Source: an optimization exercise on an open RTL-to-GDS flow (aim: small area). Production flows keep margins and buffers that such runs may drop.
In this exercise RTL edits were held to simulation tests only and were not proved equivalent to the original.
No activity file was given, so power comes from the tool's default toggle rates.

Setup of run a:
Design LCD_WATCH, start of the top module:
module LCD_WATCH(
RESETN,CLK,LCD_E,LCD_RS,LCD_RW,LCD_DATA,
COUNT_U,COUNT_D,COUNT,U,D,
OPTION,SW_A,ALARM,TIMER_END,ALR_ONOFF,SW_T,W_SELECT,P_1,P_1_2,P_2,SW_S);
export LEC_CHECK = 0
export ABC_AREA = 1
export CAP_MARGIN = 20
export CORE_MARGIN = 2
export CORE_UTILIZATION = 40
export SLEW_MARGIN = 20
create_clock -name core_clock -period 10.0 [get_ports {CLK}]
standard.sh (not shown) runs the stock make flow with config.mk's settings and CLKGATE_MAP_FILE= SYNTH_SCRIPT=/design/flow/synth_recipe.tcl, a recipe that flattens the netlist after the stock synthesis.
==> flow/flow/run.sh <==
#!/bin/bash
# Layout flow. 1) the standard synthesis (standard.sh synth), with Yosys's adder
# extraction off (ADDER_MAP_FILE empty). 2) The combinational logic of that netlist is
# re-mapped with a stronger ABC script (flow/remap.ys, flow/deep.abc); every register
# keeps its cell and name. 3) the standard layout (standard.sh) on that netlist,
# with clock-tree synthesis told to add no dummy loads and to use clkbuf_2 buffers, and
# the ports buffered with buf_1 cells.
# Each tool's full output goes to its own log file in this folder.
set -euo pipefail
W=$PWD
LIB=$FLOW_HOME/platforms/sky130hd/lib/sky130_fd_sc_hd__tt_025C_1v80.lib
bash standard.sh ADDER_MAP_FILE= synth > synth_std.log 2>&1
cp orfs/results/sky130hd/LCD_WATCH/base/1_2_yosys.v synth_std.v
sed "s|LIBFILE|$LIB|g" flow/remap.ys > remap_run.ys
yosys -s remap_run.ys > remap.log 2>&1
mv orfs orfs_std
bash standard.sh ADDER_MAP_FILE= SYNTH_NETLIST_FILES=$W/synth_remap.v \
  "CTS_ARGS=-sink_clustering_enable -repair_clock_nets -dont_use_dummy_load -buf_list sky130_fd_sc_hd__clkbuf_2" \
  "BUFFER_PORTS_ARGS=-buffer_cell sky130_fd_sc_hd__buf_1" finish > layout.log 2>&1
==> flow/flow/deep.abc <==
strash
ifraig
scorr
dc2
strash
&get -n
&deepsyn -T 300
&dch -f
&nf
&put
Other scripts of this flow, unchanged in this note and not shown: flow/flow/remap.ys
Run a completed end to end with timing, DRC and antenna clean.
Edits applied to the flow inputs when going from run a to run b:
diff --git a/flow/flow/run.sh b/flow/flow/run.sh
--- a/flow/flow/run.sh
+++ b/flow/flow/run.sh
@@ -4,6 +4,5 @@
 # re-mapped with a stronger ABC script (flow/remap.ys, flow/deep.abc); every register
 # keeps its cell and name. 3) the standard layout (standard.sh) on that netlist,
-# with clock-tree synthesis told to add no dummy loads and to use clkbuf_2 buffers, and
-# the ports buffered with buf_1 cells.
+# with clock-tree synthesis told not to add dummy loads and to use clkbuf_4 buffers.
 # Each tool's full output goes to its own log file in this folder.
 set -euo pipefail
@@ -16,4 +15,3 @@
 mv orfs orfs_std
 bash standard.sh ADDER_MAP_FILE= SYNTH_NETLIST_FILES=$W/synth_remap.v \
-  "CTS_ARGS=-sink_clustering_enable -repair_clock_nets -dont_use_dummy_load -buf_list sky130_fd_sc_hd__clkbuf_2" \
-  "BUFFER_PORTS_ARGS=-buffer_cell sky130_fd_sc_hd__buf_1" finish > layout.log 2>&1
+  "CTS_ARGS=-sink_clustering_enable -repair_clock_nets -dont_use_dummy_load -buf_list sky130_fd_sc_hd__clkbuf_4" finish > layout.log 2>&1
==> flow/flow/deep.abc <==
strash
ifraig
scorr
dc2
strash
&get -n
&deepsyn -T 120
&dch -f
&nf
&put
Results
Taking run a as the reference point, the layout-stage area growth over the synthesis result of run b rises by 2.8 points.
Looking at required time at the worst-slack endpoint, run b sits 0.29 ns below run a.
There was hardly any difference in number of endpoints failing setup at the final stage between run a and run b.
Compared with run a, run b shows number of clock buffers in the layout higher by 5.3%.
Measured against each other, run b and run a differ in final area, the higher figure coming from run b.
Count of multi-input combinational gates in run b vs run a: up 26
The die area of run b was inferior to that of run a.
The estimated power of run b ends up higher than the estimate for run a.
Run b ended with less worst-case hold slack than run a.
Run b vs run a on count of mapped cells out of synthesis: run b is the higher one.

==> port drivers added, routing unchanged <==
No port has a modelled driver above. Below, the same layouts with a new extraction and two added sets of constraints.
Step 1 assumes that a clkbuf_16 drives the clock port and a buf_2 every other input.
Step 2, shift: input delay + t, output delay - t, t = (earliest + latest rising clock arrival at the registers) / 2. This alone moves slack from input paths to output paths.
Slacks: ideal / step 1 / step 2; pairs: ideal / step 1.
| run | t, ns | setup WS [ns] | hold WS [ns] | worst register clock-pin slew, ns | worst slew at a driven data input, ns |
|---|---|---|---|---|---|
| run a | 0.976 | 4.371 / 4.388 / 3.411 | 0.356 / 0.356 / 0.356 | 0.10 / 0.10 | 0.04 |
| run b | 0.720 | 2.964 / 2.975 / 2.255 | 0.337 / 0.337 / 0.337 | 0.07 / 0.07 | 0.04 |
After both steps setup and hold are still met in every run listed. The setup slack of run a, which loses most, moves by +0.017 ns with the drivers and by -0.960 ns with both steps.
